Context: an optimization exercise on an open-source flow, tuned for a short achievable clock period and few clock cycles. The choices shown serve that exercise and are no tape-out recipe.
Only simulation tests tie the RTL to the original design; equivalence was not proved.
Power figures rest on the tool's default switching activity, not on a simulated workload.

## design/flow/design.v

```verilog
module comparator (
    input  wire [31:0] rs1_data, rs2_data,
    output wire  [0:0]  less, equal
);
    wire [31:0] sub, not_b;
    wire overflow, carry;
    assign not_b = ~rs2_data;
    assign {carry,sub} = rs1_data + not_b + 32'b1;
    assign overflow = (rs1_data[31] ^ rs2_data[31]) & (rs1_data[31] ^ sub[31]); 
    assign less = ~carry;
    assign equal = (!sub) ? 1 : 0;
endmodule
module addr_decoder(
    input wire [31:0] rd_addr, wr_addr,
    input wire        rd_addr_valid, wr_addr_valid,
    output wire rd_slave1_sel, rd_slave2_sel, wr_slave1_sel, wr_slave2_sel, 
    output wire [31:0] s1_wr_addr, s2_wr_addr, s1_rd_addr, s2_rd_addr
);
parameter S1_WIDTH = 32'h0000_0200;   
wire rd_less, rd_equal, wr_less, wr_equal, rd_gr_eq, wr_gr_eq;
comparator comp_rd (
    .rs1_data(rd_addr),
    .rs2_data(S1_WIDTH),
    .less(rd_less),
    .equal(rd_equal)
);
comparator comp_wr (
    .rs1_data(wr_addr),
    .rs2_data(S1_WIDTH),
    .less(wr_less),
    .equal(wr_equal)
);
assign rd_gr_eq = ~rd_less;
assign wr_gr_eq = ~wr_less;
assign rd_slave1_sel = rd_less & rd_addr_valid;
assign rd_slave2_sel = rd_gr_eq & rd_addr_valid;
assign wr_slave1_sel = wr_less & wr_addr_valid;
assign wr_slave2_sel = wr_gr_eq & wr_addr_valid;
assign s1_rd_addr = rd_addr;
assign s2_rd_addr = rd_addr - S1_WIDTH;
assign s1_wr_addr = wr_addr;
assign s2_wr_addr = wr_addr - S1_WIDTH;
endmodule
module wr_sl_return(
    input  wire         s1_AWREADY, s2_AWREADY, s1_WREADY, s2_WREADY, 
                        s1_BVALID, s2_BVALID,
    input  wire [1:0]   s1_BRESP, s2_BRESP, mas_sel1, mas_sel2,
    output reg         wr_AWREADY, wr_WREADY, wr_BVALID,  
    output reg [1:0]   wr_BRESP
);
wire s1_resp, s2_resp;
assign s1_resp = mas_sel1[0] & ~mas_sel1[1];
assign s2_resp = mas_sel2[0] & ~mas_sel2[1];
always @(*) begin
    case({s2_resp,s1_resp})
        2'b01: begin
            wr_AWREADY = s1_AWREADY;
            wr_WREADY  = s1_WREADY;
            wr_BVALID  = s1_BVALID;
            wr_BRESP   = s1_BRESP;
        end
        2'b10: begin
            wr_AWREADY = s2_AWREADY;
            wr_WREADY  = s2_WREADY;
            wr_BVALID  = s2_BVALID;
            wr_BRESP   = s2_BRESP;
        end
        default: begin
            wr_AWREADY = 1'b0;
            wr_WREADY  = 1'b0;
            wr_BVALID  = 1'b0;
            wr_BRESP   = 2'b0;
        end
    endcase
end
endmodule
module rd_sl_return(
    input  wire         s1_ARREADY, s2_ARREADY, s1_RLAST, s2_RLAST, 
                        s1_RVALID, s2_RVALID,
    input  wire [7:0]   s1_RID, s2_RID,
    input  wire [31:0]  s1_RDATA, s2_RDATA,
    input  wire [1:0]   s1_RRESP, s2_RRESP,
    input  wire [1:0]   mas_sel1, mas_sel2,
    output reg          rd_ARREADY, rd_RLAST, rd_RVALID, 
    output reg  [7:0]   rd_RID,
    output reg  [31:0]  rd_RDATA,
    output reg  [1:0]   rd_RRESP
);
wire s1_resp, s2_resp;
assign s1_resp = mas_sel1[0] & ~mas_sel1[1];
assign s2_resp = mas_sel2[0] & ~mas_sel2[1];
always @(*) begin
    case({s2_resp,s1_resp})
        2'b01: begin
            rd_ARREADY = s1_ARREADY;
            rd_RLAST   = s1_RLAST;
            rd_RVALID  = s1_RVALID;
            rd_RID     = s1_RID;
            rd_RDATA   = s1_RDATA;
            rd_RRESP   = s1_RRESP;
        end
        2'b10: begin
            rd_ARREADY = s2_ARREADY;
            rd_RLAST   = s2_RLAST;
            rd_RVALID  = s2_RVALID;
            rd_RID     = s2_RID;
            rd_RDATA   = s2_RDATA;
            rd_RRESP   = s2_RRESP;
        end
        default: begin
            rd_ARREADY = 1'b0;
            rd_RLAST   = 1'b0;
            rd_RVALID  = 1'b0;
            rd_RID     = 8'b0;
            rd_RDATA   = 32'b0;
            rd_RRESP   = 2'b0;
        end
    endcase
end
endmodule
module scu (
    input  wire [0:0] clk, rstn,
    input  wire [0:0] sel_m1, sel_m2, endtrans_1, endtrans_2,
    output reg  [1:0] mas_sel
);
    localparam START  = 2'b00;
    localparam GRANT1 = 2'b01;
    localparam GRANT2 = 2'b10;
    localparam NEXT   = 2'b11;
    reg [1:0] state, next_state;
    reg [0:0] next_gr;
    reg [0:0] last_gr;
    always@(posedge clk or negedge rstn) begin
        if(!rstn)
            state <= START;
        else
            state <= next_state; 
    end
    always@(posedge clk or negedge rstn) begin
        if(!rstn)
            last_gr <= 1'b0;
        else if (state == GRANT1)
            last_gr <= 1'b1;
        else if (state == GRANT2)
            last_gr <= 1'b0;
    end
    always@(*) begin
        case(state)
            START:  begin
                if (sel_m1 == 1'b1)
                    next_state = GRANT1;
                else if (sel_m2 == 1'b1)
                    next_state = GRANT2;
                else
                    next_state = state;
            end
            GRANT1: begin
                if (endtrans_1 == 1'b1)
                    next_state = NEXT;
                else
                    next_state = state;
            end
            GRANT2: begin
                if (endtrans_2 == 1'b1)
                    next_state = NEXT;
                else
                    next_state = state;
            end
            NEXT:   begin
                if (sel_m1 == 1'b1 && sel_m2 == 1'b1 && next_gr == 1'b0)
                    next_state = GRANT1;
                else if (sel_m1 == 1'b1 && sel_m2 == 1'b1 && next_gr == 1'b1)
                    next_state = GRANT2;
                else if (sel_m1 == 1'b1)
                    next_state = GRANT1;
                else if (sel_m2 == 1'b1)
                    next_state = GRANT2;
                else
                    next_state = state;
            end
            default: next_state = START;
        endcase
    end
    always@(*) begin
        case(state)
            START:  begin
                mas_sel = 2'b00;
                next_gr = 1'b0;
            end
            GRANT1: begin
                mas_sel = 2'b01;
                next_gr = 1'b1;
            end
            GRANT2: begin
                mas_sel = 2'b10;
                next_gr = 1'b0;
            end
            NEXT: begin
                mas_sel = 2'b00;
                next_gr = last_gr;
            end
            default: begin
                mas_sel = 2'b10;
                next_gr = 1'b0;
            end
        endcase
    end
endmodule
module axi_interconnect (
    input wire         i_clk, i_rstn,
    input wire  [31:0] m1_awaddr,
    input wire  [7:0]  m1_awid,
    input wire  [7:0]  m1_awlen,
    input wire  [2:0]  m1_awsize,
    input wire  [1:0]  m1_awburst,
    input wire         m1_awlock,
    input wire  [3:0]  m1_awcache,
    input wire  [2:0]  m1_awprot,
    input wire         m1_awvalid,
    output wire         m1_awready,
    input wire  [31:0] m1_wdata,
    input wire  [3:0]  m1_wstrb,
    input wire         m1_wlast,
    input wire         m1_wvalid,
    output wire         m1_wready,
    input wire  [7:0]  m1_bid,
    output wire  [1:0]  m1_bresp,
    output wire         m1_bvalid,
    input wire         m1_bready,
    input wire  [31:0] m1_araddr,
    input wire  [7:0]  m1_arid,
    input wire  [7:0]  m1_arlen,
    input wire  [2:0]  m1_arsize,
    input wire  [1:0]  m1_arburst,
    input wire         m1_arlock,
    input wire  [3:0]  m1_arcache,
    input wire  [2:0]  m1_arprot,
    input wire         m1_arvalid,
    output wire         m1_arready,
    output wire  [7:0]  m1_rid,
    output wire  [31:0] m1_rdata,
    output wire  [1:0]  m1_rresp,
    output wire         m1_rlast,
    output wire         m1_rvalid,
    input wire         m1_rready,
    input wire  [31:0] m2_awaddr,
    input wire  [7:0]  m2_awid,
    input wire  [7:0]  m2_awlen,
    input wire  [2:0]  m2_awsize,
    input wire  [1:0]  m2_awburst,
    input wire         m2_awlock,
    input wire  [3:0]  m2_awcache,
    input wire  [2:0]  m2_awprot,
    input wire         m2_awvalid,
    output wire         m2_awready,
    input wire  [31:0] m2_wdata,
    input wire  [3:0]  m2_wstrb,
    input wire         m2_wlast,
    input wire         m2_wvalid,
    output wire         m2_wready,
    input wire  [7:0]  m2_bid,
    output wire  [1:0]  m2_bresp,
    output wire         m2_bvalid,
    input wire         m2_bready,
    input wire  [31:0] m2_araddr,
    input wire  [7:0]  m2_arid,
    input wire  [7:0]  m2_arlen,
    input wire  [2:0]  m2_arsize,
    input wire  [1:0]  m2_arburst,
    input wire         m2_arlock,
    input wire  [3:0]  m2_arcache,
    input wire  [2:0]  m2_arprot,
    input wire         m2_arvalid,
    output wire         m2_arready,
    output wire  [7:0]  m2_rid,
    output wire  [31:0] m2_rdata,
    output wire  [1:0]  m2_rresp,
    output wire         m2_rlast,
    output wire         m2_rvalid,
    input wire         m2_rready,
    output reg  [31:0] s1_awaddr,
    output reg  [7:0]  s1_awid,
    output reg  [7:0]  s1_awlen,
    output reg  [2:0]  s1_awsize,
    output reg  [1:0]  s1_awburst,
    output reg         s1_awlock,
    output reg  [3:0]  s1_awcache,
    output reg  [2:0]  s1_awprot,
    output reg         s1_awvalid,
    input wire         s1_awready,
    output reg  [31:0] s1_wdata,
    output reg  [3:0]  s1_wstrb,
    output reg         s1_wlast,
    output reg         s1_wvalid,
    input wire         s1_wready,
    output reg  [7:0]  s1_bid,
    input wire  [1:0]  s1_bresp,
    input wire         s1_bvalid,
    output reg         s1_bready,
    output reg  [31:0] s1_araddr,
    output reg  [7:0]  s1_arid,
    output reg  [7:0]  s1_arlen,
    output reg  [2:0]  s1_arsize,
    output reg  [1:0]  s1_arburst,
    output reg         s1_arlock,
    output reg  [3:0]  s1_arcache,
    output reg  [2:0]  s1_arprot,
    output reg         s1_arvalid,
    input wire         s1_arready,
    input wire  [7:0]  s1_rid,
    input wire  [31:0] s1_rdata,
    input wire  [1:0]  s1_rresp,
    input wire         s1_rlast,
    input wire         s1_rvalid,
    output reg         s1_rready,
    output reg  [31:0] s2_awaddr,
    output reg  [7:0]  s2_awid,
    output reg  [7:0]  s2_awlen,
    output reg  [2:0]  s2_awsize,
    output reg  [1:0]  s2_awburst,
    output reg         s2_awlock,
    output reg  [3:0]  s2_awcache,
    output reg  [2:0]  s2_awprot,
    output reg         s2_awvalid,
    input wire         s2_awready,
    output reg  [31:0] s2_wdata,
    output reg  [3:0]  s2_wstrb,
    output reg         s2_wlast,
    output reg         s2_wvalid,
    input wire         s2_wready,
    output reg  [7:0]  s2_bid,
    input wire  [1:0]  s2_bresp,
    input wire         s2_bvalid,
    output reg         s2_bready,
    output reg  [31:0] s2_araddr,
    output reg  [7:0]  s2_arid,
    output reg  [7:0]  s2_arlen,
    output reg  [2:0]  s2_arsize,
    output reg  [1:0]  s2_arburst,
    output reg         s2_arlock,
    output reg  [3:0]  s2_arcache,
    output reg  [2:0]  s2_arprot,
    output reg         s2_arvalid,
    input wire         s2_arready,
    input wire  [7:0]  s2_rid,
    input wire  [31:0] s2_rdata,
    input wire  [1:0]  s2_rresp,
    input wire         s2_rlast,
    input wire         s2_rvalid,
    output reg         s2_rready  
);
parameter S1_WIDTH = 32'h0000_0200;   
wire m1s1_wr_sel, m1s1_rd_sel, m1s2_wr_sel, m1s2_rd_sel;
wire [31:0] m1s1_wr_addr, m1s1_rd_addr, m1s2_wr_addr, m1s2_rd_addr;
wire m2s1_rd_sel, m2s1_wr_sel, m2s2_wr_sel, m2s2_rd_sel;
wire [31:0] m2s1_wr_addr, m2s1_rd_addr, m2s2_wr_addr, m2s2_rd_addr;
wire [1:0] mas_sel_s1_rd, mas_sel_s1_wr, mas_sel_s2_wr, mas_sel_s2_rd;
addr_decoder #(.S1_WIDTH(S1_WIDTH))
decoder_m1(
    .rd_addr       (m1_araddr), 
    .wr_addr       (m1_awaddr),
    .rd_slave1_sel (m1s1_rd_sel), 
    .rd_slave2_sel (m1s2_rd_sel), 
    .wr_slave1_sel (m1s1_wr_sel), 
    .wr_slave2_sel (m1s2_wr_sel), 
    .s1_wr_addr    (m1s1_wr_addr), 
    .s2_wr_addr    (m1s2_wr_addr), 
    .s1_rd_addr    (m1s1_rd_addr), 
    .s2_rd_addr    (m1s2_rd_addr),
    .rd_addr_valid (m1_arvalid),
    .wr_addr_valid (m1_awvalid)
);
addr_decoder #(.S1_WIDTH(S1_WIDTH))
decoder_m2(
    .rd_addr       (m2_araddr), 
    .wr_addr       (m2_awaddr),
    .rd_slave1_sel (m2s1_rd_sel), 
    .rd_slave2_sel (m2s2_rd_sel), 
    .wr_slave1_sel (m2s1_wr_sel), 
    .wr_slave2_sel (m2s2_wr_sel), 
    .s1_wr_addr    (m2s1_wr_addr), 
    .s2_wr_addr    (m2s2_wr_addr), 
    .s1_rd_addr    (m2s1_rd_addr), 
    .s2_rd_addr    (m2s2_rd_addr),
    .rd_addr_valid (m2_arvalid),
    .wr_addr_valid (m2_awvalid)
);
wr_sl_return wr_sl_return_m1(
    .s1_AWREADY (s1_awready), 
    .s2_AWREADY (s2_awready), 
    .s1_WREADY  (s1_wready), 
    .s2_WREADY  (s2_wready), 
    .s1_BVALID  (s1_bvalid), 
    .s2_BVALID  (s2_bvalid), 
    .s1_BRESP   (s1_bresp), 
    .s2_BRESP   (s2_bresp), 
    .mas_sel1   (mas_sel_s1_wr), 
    .mas_sel2   (mas_sel_s2_wr),
    .wr_AWREADY (m1_awready), 
    .wr_WREADY  (m1_wready), 
    .wr_BVALID  (m1_bvalid),  
    .wr_BRESP   (m1_bresp)
);
wr_sl_return wr_sl_return_m2(
    .s1_AWREADY (s1_awready), 
    .s2_AWREADY (s2_awready), 
    .s1_WREADY  (s1_wready), 
    .s2_WREADY  (s2_wready), 
    .s1_BVALID  (s1_bvalid), 
    .s2_BVALID  (s2_bvalid), 
    .s1_BRESP   (s1_bresp), 
    .s2_BRESP   (s2_bresp), 
    .mas_sel1   (~mas_sel_s1_wr), 
    .mas_sel2   (~mas_sel_s2_wr),
    .wr_AWREADY (m2_awready), 
    .wr_WREADY  (m2_wready), 
    .wr_BVALID  (m2_bvalid),  
    .wr_BRESP   (m2_bresp)
);
rd_sl_return rd_sl_return_m1 (
    .s1_ARREADY (s1_arready), 
    .s2_ARREADY (s2_arready), 
    .s1_RLAST   (s1_rlast), 
    .s2_RLAST   (s2_rlast), 
    .s1_RVALID  (s1_rvalid), 
    .s2_RVALID  (s2_rvalid),
    .s1_RID     (s1_rid), 
    .s2_RID     (s2_rid), 
    .s1_RDATA   (s1_rdata), 
    .s2_RDATA   (s2_rdata),
    .s1_RRESP   (s1_rresp), 
    .s2_RRESP   (s2_rresp), 
    .mas_sel1   (mas_sel_s1_rd), 
    .mas_sel2   (mas_sel_s2_rd),
    .rd_ARREADY (m1_arready), 
    .rd_RLAST   (m1_rlast), 
    .rd_RVALID  (m1_rvalid),
    .rd_RID     (m1_rid), 
    .rd_RDATA   (m1_rdata),
    .rd_RRESP   (m1_rresp)
);
rd_sl_return rd_sl_return_m2 (
    .s1_ARREADY (s1_arready), 
    .s2_ARREADY (s2_arready), 
    .s1_RLAST   (s1_rlast), 
    .s2_RLAST   (s2_rlast), 
    .s1_RVALID  (s1_rvalid), 
    .s2_RVALID  (s2_rvalid),
    .s1_RID     (s1_rid), 
    .s2_RID     (s2_rid), 
    .s1_RDATA   (s1_rdata), 
    .s2_RDATA   (s2_rdata),
    .s1_RRESP   (s1_rresp), 
    .s2_RRESP   (s2_rresp), 
    .mas_sel1   (~mas_sel_s1_rd), 
    .mas_sel2   (~mas_sel_s2_rd),
    .rd_ARREADY (m2_arready), 
    .rd_RLAST   (m2_rlast), 
    .rd_RVALID  (m2_rvalid),
    .rd_RID     (m2_rid), 
    .rd_RDATA   (m2_rdata),
    .rd_RRESP   (m2_rresp)
);
scu scu_s1_wr (
    .clk        (i_clk), 
    .rstn       (i_rstn), 
    .sel_m1     (m1s1_wr_sel), 
    .sel_m2     (m2s1_wr_sel), 
    .endtrans_1 (m1_bready & m1_bvalid),
    .endtrans_2 (m2_bready & m2_bvalid), 
    .mas_sel    (mas_sel_s1_wr)
);
scu scu_s2_wr (
    .clk        (i_clk), 
    .rstn       (i_rstn), 
    .sel_m1     (m1s2_wr_sel), 
    .sel_m2     (m2s2_wr_sel), 
    .endtrans_1 (m1_bready & m1_bvalid),
    .endtrans_2 (m2_bready & m2_bvalid), 
    .mas_sel    (mas_sel_s2_wr)
);
scu scu_s1_rd (
    .clk        (i_clk), 
    .rstn       (i_rstn), 
    .sel_m1     (m1s1_rd_sel), 
    .sel_m2     (m2s1_rd_sel), 
    .endtrans_1 (s1_rlast & s1_rvalid & s1_rready),
    .endtrans_2 (s1_rlast & s1_rvalid & s1_rready), 
    .mas_sel    (mas_sel_s1_rd)
);
scu scu_s2_rd (
    .clk        (i_clk), 
    .rstn       (i_rstn), 
    .sel_m1     (m1s2_rd_sel), 
    .sel_m2     (m2s2_rd_sel), 
    .endtrans_1 (s2_rlast & s2_rvalid & s2_rready),
    .endtrans_2 (s2_rlast & s2_rvalid & s2_rready), 
    .mas_sel    (mas_sel_s2_rd)
);
always@(*) begin
    case (mas_sel_s1_wr)
        2'b01: begin
            s1_awaddr  = m1s1_wr_addr;
            s1_awid    = m1_awid;
            s1_awlen   = m1_awlen;
            s1_awsize  = m1_awsize;
            s1_awburst = m1_awburst;
            s1_awlock  = m1_awlock;
            s1_awcache = m1_awcache;
            s1_awprot  = m1_awprot;
            s1_awvalid = m1_awvalid;
            s1_wdata   = m1_wdata;
            s1_wstrb   = m1_wstrb;
            s1_wlast   = m1_wlast;
            s1_wvalid  = m1_wvalid;
            s1_bid    = m1_bid;
            s1_bready  = m1_bready;
        end
        2'b10: begin
            s1_awaddr  = m2s1_wr_addr;
            s1_awid    = m2_awid;
            s1_awlen   = m2_awlen;
            s1_awsize  = m2_awsize;
            s1_awburst = m2_awburst;
            s1_awlock  = m2_awlock;
            s1_awcache = m2_awcache;
            s1_awprot  = m2_awprot;
            s1_awvalid = m2_awvalid;
            s1_wdata   = m2_wdata;
            s1_wstrb   = m2_wstrb;
            s1_wlast   = m2_wlast;
            s1_wvalid  = m2_wvalid;
            s1_bid    = m2_bid;
            s1_bready  = m2_bready;
        end
        default: begin
            s1_awaddr  = 32'h0000_0000;
            s1_awid    = 8'b0000_0000;
            s1_awlen   = 8'b0000_0000;
            s1_awsize  = 3'b000;
            s1_awburst = 2'b00;
            s1_awlock  = 1'b0;
            s1_awcache = 4'b0000;
            s1_awprot  = 3'b000;
            s1_awvalid = 1'b0;
            s1_wdata  = 32'h0000_0000;
            s1_wstrb  = 4'b0000;
            s1_wlast  = 1'b0;
            s1_wvalid = 1'b0;
            s1_bid    = 8'b0000_0000;
            s1_bready = 1'b0;
        end
    endcase
end
always@(*) begin
    case (mas_sel_s2_wr)
        2'b01: begin
            s2_awaddr  = m1s2_wr_addr;
            s2_awid    = m1_awid;
            s2_awlen   = m1_awlen;
            s2_awsize  = m1_awsize;
            s2_awburst = m1_awburst;
            s2_awlock  = m1_awlock;
            s2_awcache = m1_awcache;
            s2_awprot  = m1_awprot;
            s2_awvalid = m1_awvalid;
            s2_wdata   = m1_wdata;
            s2_wstrb   = m1_wstrb;
            s2_wlast   = m1_wlast;
            s2_wvalid  = m1_wvalid;
            s2_bid    = m1_bid;
            s2_bready  = m1_bready;
        end
        2'b10: begin
            s2_awaddr  = m2s2_wr_addr;
            s2_awid    = m2_awid;
            s2_awlen   = m2_awlen;
            s2_awsize  = m2_awsize;
            s2_awburst = m2_awburst;
            s2_awlock  = m2_awlock;
            s2_awcache = m2_awcache;
            s2_awprot  = m2_awprot;
            s2_awvalid = m2_awvalid;
            s2_wdata   = m2_wdata;
            s2_wstrb   = m2_wstrb;
            s2_wlast   = m2_wlast;
            s2_wvalid  = m2_wvalid;
            s2_bid    = m2_bid;
            s2_bready  = m2_bready;
        end
        default: begin
            s2_awaddr  = 32'h0000_0000;
            s2_awid    = 8'b0000_0000;
            s2_awlen   = 8'b0000_0000;
            s2_awsize  = 3'b000;
            s2_awburst = 2'b00;
            s2_awlock  = 1'b0;
            s2_awcache = 4'b0000;
            s2_awprot  = 3'b000;
            s2_awvalid = 1'b0;
            s2_wdata  = 32'h0000_0000;
            s2_wstrb  = 4'b0000;
            s2_wlast  = 1'b0;
            s2_wvalid = 1'b0;
            s2_bid    = 8'b0000_0000;
            s2_bready = 1'b0;
        end
    endcase
end
always@(*) begin
    case (mas_sel_s1_rd)
        2'b01: begin
            s1_araddr  = m1s1_rd_addr;
            s1_arid    = m1_arid;
            s1_arlen   = m1_arlen;
            s1_arsize  = m1_arsize;
            s1_arburst = m1_arburst;
            s1_arlock  = m1_arlock;
            s1_arcache = m1_arcache;
            s1_arprot  = m1_arprot;
            s1_arvalid = m1_arvalid;
            s1_rready  = m1_rready;
        end
        2'b10: begin
            s1_araddr  = m2s1_rd_addr;
            s1_arid    = m2_arid;
            s1_arlen   = m2_arlen;
            s1_arsize  = m2_arsize;
            s1_arburst = m2_arburst;
            s1_arlock  = m2_arlock;
            s1_arcache = m2_arcache;
            s1_arprot  = m2_arprot;
            s1_arvalid = m2_arvalid;
            s1_rready  = m2_rready;
        end
        default: begin
            s1_araddr  = 32'h0000_0000;
            s1_arid    = 8'b0000_0000;
            s1_arlen   = 8'b0000_0000;
            s1_arsize  = 3'b000;
            s1_arburst = 2'b00;
            s1_arlock  = 1'b0;
            s1_arcache = 4'b0000;
            s1_arprot  = 3'b000;
            s1_arvalid = 1'b0;
            s1_rready  = 1'b0;
        end
    endcase
end
always@(*) begin
    case (mas_sel_s2_rd)
        2'b01: begin
            s2_araddr  = m1s2_rd_addr;
            s2_arid    = m1_arid;
            s2_arlen   = m1_arlen;
            s2_arsize  = m1_arsize;
            s2_arburst = m1_arburst;
            s2_arlock  = m1_arlock;
            s2_arcache = m1_arcache;
            s2_arprot  = m1_arprot;
            s2_arvalid = m1_arvalid;
            s2_rready  = m1_rready;
        end
        2'b10: begin
            s2_araddr  = m2s2_rd_addr;
            s2_arid    = m2_arid;
            s2_arlen   = m2_arlen;
            s2_arsize  = m2_arsize;
            s2_arburst = m2_arburst;
            s2_arlock  = m2_arlock;
            s2_arcache = m2_arcache;
            s2_arprot  = m2_arprot;
            s2_arvalid = m2_arvalid;
            s2_rready  = m2_rready;
        end
        default: begin
            s2_araddr  = 32'h0000_0000;
            s2_arid    = 8'b0000_0000;
            s2_arlen   = 8'b0000_0000;
            s2_arsize  = 3'b000;
            s2_arburst = 2'b00;
            s2_arlock  = 1'b0;
            s2_arcache = 4'b0000;
            s2_arprot  = 3'b000;
            s2_arvalid = 1'b0;
            s2_rready = 1'b0;
        end
    endcase
end
endmodule
```

## design/flow/run.sh

```bash
#!/bin/bash
# synth_recipe.tcl (not shown) runs the flow's synth.tcl, then flattens the netlist and writes it again
# the make line also repeats each setting of config.mk as NAME=value (left out here)
make -C /OpenROAD-flow-scripts/flow DESIGN_CONFIG=/design/flow/config.mk WORK_HOME=/design/flow/orfs CLKGATE_MAP_FILE= SYNTH_SCRIPT=/design/flow/synth_recipe.tcl finish
```

## design/flow/config.mk

```make
export PLATFORM = sky130hd
export DESIGN_NAME = axi_interconnect
export DESIGN_NICKNAME = axi_interconnect
export VERILOG_FILES = /design/flow/design.v
export SDC_FILE = /design/flow/constraint.sdc
export NUM_CORES = 4
export LEC_CHECK = 0
export CAP_MARGIN = 20
export CORE_AREA = 10 10 330 330
export DIE_AREA = 0 0 340 340
export SLEW_MARGIN = 20
```

## design/flow/constraint.sdc

```tcl
create_clock -name core_clock -period 5.0 [get_ports {i_clk}]
set_input_delay 1.0000 -clock core_clock [delete_from_list [all_inputs] [get_ports {i_clk}]]
set_output_delay 1.0000 -clock core_clock [all_outputs]
set_load 0.01 [all_outputs]
```

==> summary.txt <==
========================================================================================================
Result of the run                                                                           complete, no violations
Number of cells on the worst hold path                                                                 1
Starting DRT DRC Count                                                                              1100
Number of library cell types mapped by synthesis                                                      62
Worst-path fanout max                                                                                  4
Height of the chip                                                                                340 um
Via density                                                                                        4.211
Synthesized net count                                                                               1507
Final net count                                                                                     2352
Power density over the cells                                                                654.8 mW/mm2
EDFF count, synth                                                                                      0
Final Total Pwr                                                                                 11.99 mW
Layout Area Growth over Synthesis                                                                 147.6%
Crit path time final                                                                             4940 ps
Deepest level of the CTS H-tree                                                                        1
Hold Path Sink                                                                              scu_s1_wr.last_gr
Number of maximum-capacitance constraint violations                                                    0
First-pass GRT wire length                                                                     146700 um
Post-detail-place hpwl                                                                         104900 um
Worst vdd rail ir drop                                                                         0.4119 mV
Post-CTS clock slew at the launch and capture registers of the worst setup and hold paths          50 ps
Slowest stage cell on the critical path                                                     sky130_fd_sc_hd__clkdlybuf4s50_1
Source-to-sink clock delay at the later pin of the worst-skew pair                                260 ps
Number of cells in the finished layout apart from fillers                                           3257
Via count of the routed design                                                                     13720
Maximum clock frequency                                                                        202.4 MHz
Final number of max-transition violations                                                              0
Largest net degree at the start of global routing                                                     65
Via count of the first global-routing pass                                                         13560
Clock sink count                                                                                      12
Placement Rows                                                                                       117
Die Footprint                                                                                 0.1156 mm2
Number of hold violations in the final report                                                          0
Final cycle utilization of the critical path                                                      98.81%
Effective utilization at floorplan                                                                7.267%
Last weighted congestion value of the routability-driven placer                                   0.9440
Type of element capturing the critical path                                                   output pin
Most repeated library cell on the critical path                                             sky130_fd_sc_hd__clkdlybuf4s50_1
Standard cell core area                                                                       0.1017 mm2
Average size of a mapped cell                                                                  7.157 um2
Cell-by-cell listing of the critical path                                                   clkdlybuf4s50_1, nor4b_1, o21ai_0, nor4_2, a31oi_1, nor3_1, buf_4, clkdlybuf4s50_1
Post-synthesis share of cell area spent on and, or, nand and nor gates                            20.16%
Adder and majority cell fraction of the synthesized area                                          4.739%
Xor/xnor cell area share of the yosys netlist                                                     2.843%
Root buf cell                                                                               sky130_fd_sc_hd__clkbuf_16
Number of clock buffers inserted by TritonCTS                                                          3
Die X-Extent                                                                                      340 um
Launch point of the worst hold path                                                         scu_s1_wr.last_gr
Placed cell count                                                                                   3241
Delay of the slowest cell on the worst path                                                       550 ps
Register bit total from synthesis                                                                     12
Leakage power                                                                                   6.235 nW
Final hold slack                                                                                511.5 ps
Hold crit path type                                                                         register to register
Post-synthesis instance area                                                                0.007393 mm2
Summed negative setup slack over all endpoints                                                      0 ps
Layout Skew                                                                                    0.4968 ps
Sum of overflow across all layers after global routing                                                 0
Type of origin of the critical path                                                            input pin
GRT Resource Usage Total                                                                          18.64%
Kind of cell with the highest combined delay on the critical path                           simple AND/OR/NAND/NOR gates
Worst-case clock buffer depth                                                                          2
Data arrival time of the critical path                                                           3940 ps
Antenna violations before repair                                                                      49
Worst reg2reg endpoint                                                                      scu_s2_wr.state[1]
Routed len/inst                                                                                 35.51 um
Gate Count Post-Synth                                                                               1033
Final count of negative-setup-slack endpoints                                                          0
Number of I/O port buffers                                                                           889
Fraction of registers with async set or reset after synthesis                                     100.0%
TritonCTS clock tree                                                                               built
Worst setup path startpoint                                                                 m2_awaddr[20]
Yosys warnings                                                                                         4
Synth Area in Compound Gates                                                                      53.33%
Setup repair after global routing missed its margin                                                false
DRT Pass-1 Iters                                                                                       5
Share of final-layout standard cells stronger than drive strength 1                               6.290%
Cell count of the worst reg-to-reg path                                                               10
Post-synthesis sequential area ratio                                                              4.062%
Worst setup path class                                                                      input pin to output pin
Required time worst endpoint                                                                     4000 ps
Drc violations                                                                                         0
Remaining antenna violation count after routing                                                        0
Final wirelength                                                                               115700 um
Top_reg_cell synth                                                                          sky130_fd_sc_hd__dfrtp_1
Relative slew slack                                                                               37.42%
FF-to-FF Start                                                                              scu_s2_wr.state[0]
Proportion of synthesized area in mux cells                                                       7.192%
Main combinational cell family by area after synthesis                                      compound AO/OA/AOI/OAI gates
Pin slew with the least headroom to its limit                                                   929.0 ps
Boundary Pins                                                                                        890
Worst reg2reg setup slack                                                                        1490 ps
Number of buffer and inverter stages on the critical path                                              3
========================================================================================================
[state kept, by name, indices dropped and copies added, names as in the netlist]
| register | cells |
|---|---|
| scu_s1_rd.state | 2 |
| scu_s1_wr.state | 2 |
| scu_s2_rd.state | 2 |
| scu_s2_wr.state | 2 |
| scu_s1_rd.last_gr | 1 |
| scu_s1_wr.last_gr | 1 |
| scu_s2_rd.last_gr | 1 |
| scu_s2_wr.last_gr | 1 |
[stage by stage]
stage          setup slack [ps]  utilization (%)  cell area, um2
6_report                  59.56            17.99           18310
5_1_grt                   12.22            17.98           18290
4_1_cts                   43.65            17.94           18260
3_5_place_dp              43.03            17.87           18180
3_3_place_gp              40.16            17.87           18180
2_1_floorplan             737.9                -            7393
[Yosys cell counts, drive strengths merged (3+ instances only)]
library cell    n  share of area [%]
mux2i          40                5.7
o31ai           9               0.91
xnor2          12                1.4
a21oi          21                1.4
nor2b          10               0.85
and4            4               0.47
nor3b          11                1.2
a31oi           6               0.51
mux2           10                1.5
a21o            4               0.41
or4             5               0.51
dfrtp          12                4.1
a22oi         108                 11
nand2          10               0.51
nor3           27                2.0
ha             28                4.7
xor2           12                1.4
nand4           9               0.85
o211ai          6               0.74
nand3b          4               0.41
nand3          14               0.95
o21ai          16                1.1
nor2          144                7.3
a22o          293                 35
a31o            3               0.36
nor4           31                2.8
or3             4               0.34
inv            24                1.2
buf            17                1.4
and2            9               0.76
o21a            4               0.41
nand2b          4               0.34
clkbuf         99                5.0
[metal layers]
metal	up-vias	GRT usage [%]	share of wire [%]
met2	859	34.36	52
met5	-	0	0.31
met4	56	7.090	4.4
met1	6786	19.15	35
met3	158	6.458	8.8
li1	5856	-	-
[timing repair]
action / in CTS / in global routing
hold buffers: 0 / 0
setup buffers: 0 / 0
endpoints found under the setup margin: 0 / 6
gates resized for setup: 0 / 3
[worst max path at each step]
| stage | endpoint | cells after the start |
|---|---|---|
| after floorplan | s2_araddr[31] | 13 |
| after detailed placement | s2_awaddr[25] | 8 |
| after CTS | s2_awaddr[25] | 8 |
| final | s2_awaddr[25] | 8 |
| after global routing | s2_awaddr[25] | 8 |
| after global placement | s2_awaddr[25] | 8 |
[report_power, final]
group / leakage (nW) / switching, mW / internal [mW]
sequential: 0.146 / 0.0488 / 0.150
clock: 0.0371 / 0.0586 / 0.106
combinational: 6.05 / 6.62 / 5.00
[kinds of logic (layout without fill, tap and decap cells)]
| family | after synthesis | after routing |
|---|---|---|
| AOI/OAI and AO/OA | 485 | 485 |
| and+or+nand+nor | 294 | 294 |
| buffers and inverters | 140 | 983 |
| muxes | 50 | 50 |
| adders and majority gates | 28 | 28 |
| xor gates and xnor gates | 24 | 24 |
| DFF | 12 | 12 |
| other | 0 | 13 |
[area by class of cell]
class,count,area (um2)
sequential,12,300.3
antenna,13,32.53
inverter,24,90.09
timing repair buffer,956,9527
multi-input combinational,881,6569
fill,11480,83440
clock buffer,3,75.07
tap,1368,1712
[placed cells by master (no fill, tap or decap), types with 5 or more instances in the layout]
cell type	count
sky130_fd_sc_hd__mux2_2	10
sky130_fd_sc_hd__o21ai_0	13
sky130_fd_sc_hd__buf_4	61
sky130_fd_sc_hd__dfrtp_1	12
sky130_fd_sc_hd__diode_2	13
sky130_fd_sc_hd__nor2b_1	10
sky130_fd_sc_hd__mux2i_2	6
sky130_fd_sc_hd__nand4_1	8
sky130_fd_sc_hd__a31oi_1	6
sky130_fd_sc_hd__nor3b_1	10
sky130_fd_sc_hd__buf_12	11
sky130_fd_sc_hd__nor2_1	144
sky130_fd_sc_hd__inv_1	24
sky130_fd_sc_hd__ha_1	22
sky130_fd_sc_hd__xor2_1	12
sky130_fd_sc_hd__nor4_1	29
sky130_fd_sc_hd__nand2_1	10
sky130_fd_sc_hd__a22o_1	293
sky130_fd_sc_hd__ha_2	5
sky130_fd_sc_hd__nand3_1	14
sky130_fd_sc_hd__clkdlybuf4s50_1	884
sky130_fd_sc_hd__nor3_1	25
sky130_fd_sc_hd__a21oi_1	21
sky130_fd_sc_hd__a22oi_1	108
sky130_fd_sc_hd__xnor2_1	12
sky130_fd_sc_hd__or4_1	5
sky130_fd_sc_hd__mux2i_1	34
sky130_fd_sc_hd__o31ai_1	9
Testbench counts, summed over its fixed seeds: cycles 1,817.

-- static timing again, ports no longer ideal --
The flow's constraints put no driver on any port. The routed layout listed below was extracted and timed again, unchanged, in two steps. Step 1 sets driving cells, clkbuf_16 on the clock port and buf_2 on the other inputs (assumed; they add their load-dependent delay and slew). Step 2 adds t to the input delays and takes it off the output delays; t is the mean of the earliest and latest rising clock arrival at the registers after step 1. Input paths then give back, and output paths get back, about the clock's delay inside the block. a / b / c = no drivers / after step 1 / after step 2; a / b = the first two.
t (ns): 0.308
slack for setup (ns): 0.060 / 0.030 / 0.030
worst hold slack (ns): 0.511 / 0.511 / 0.511
After both steps setup and hold are still met in this run. For this run, drivers alone change the setup slack by -0.030 ns; drivers and shift together by -0.030 ns.
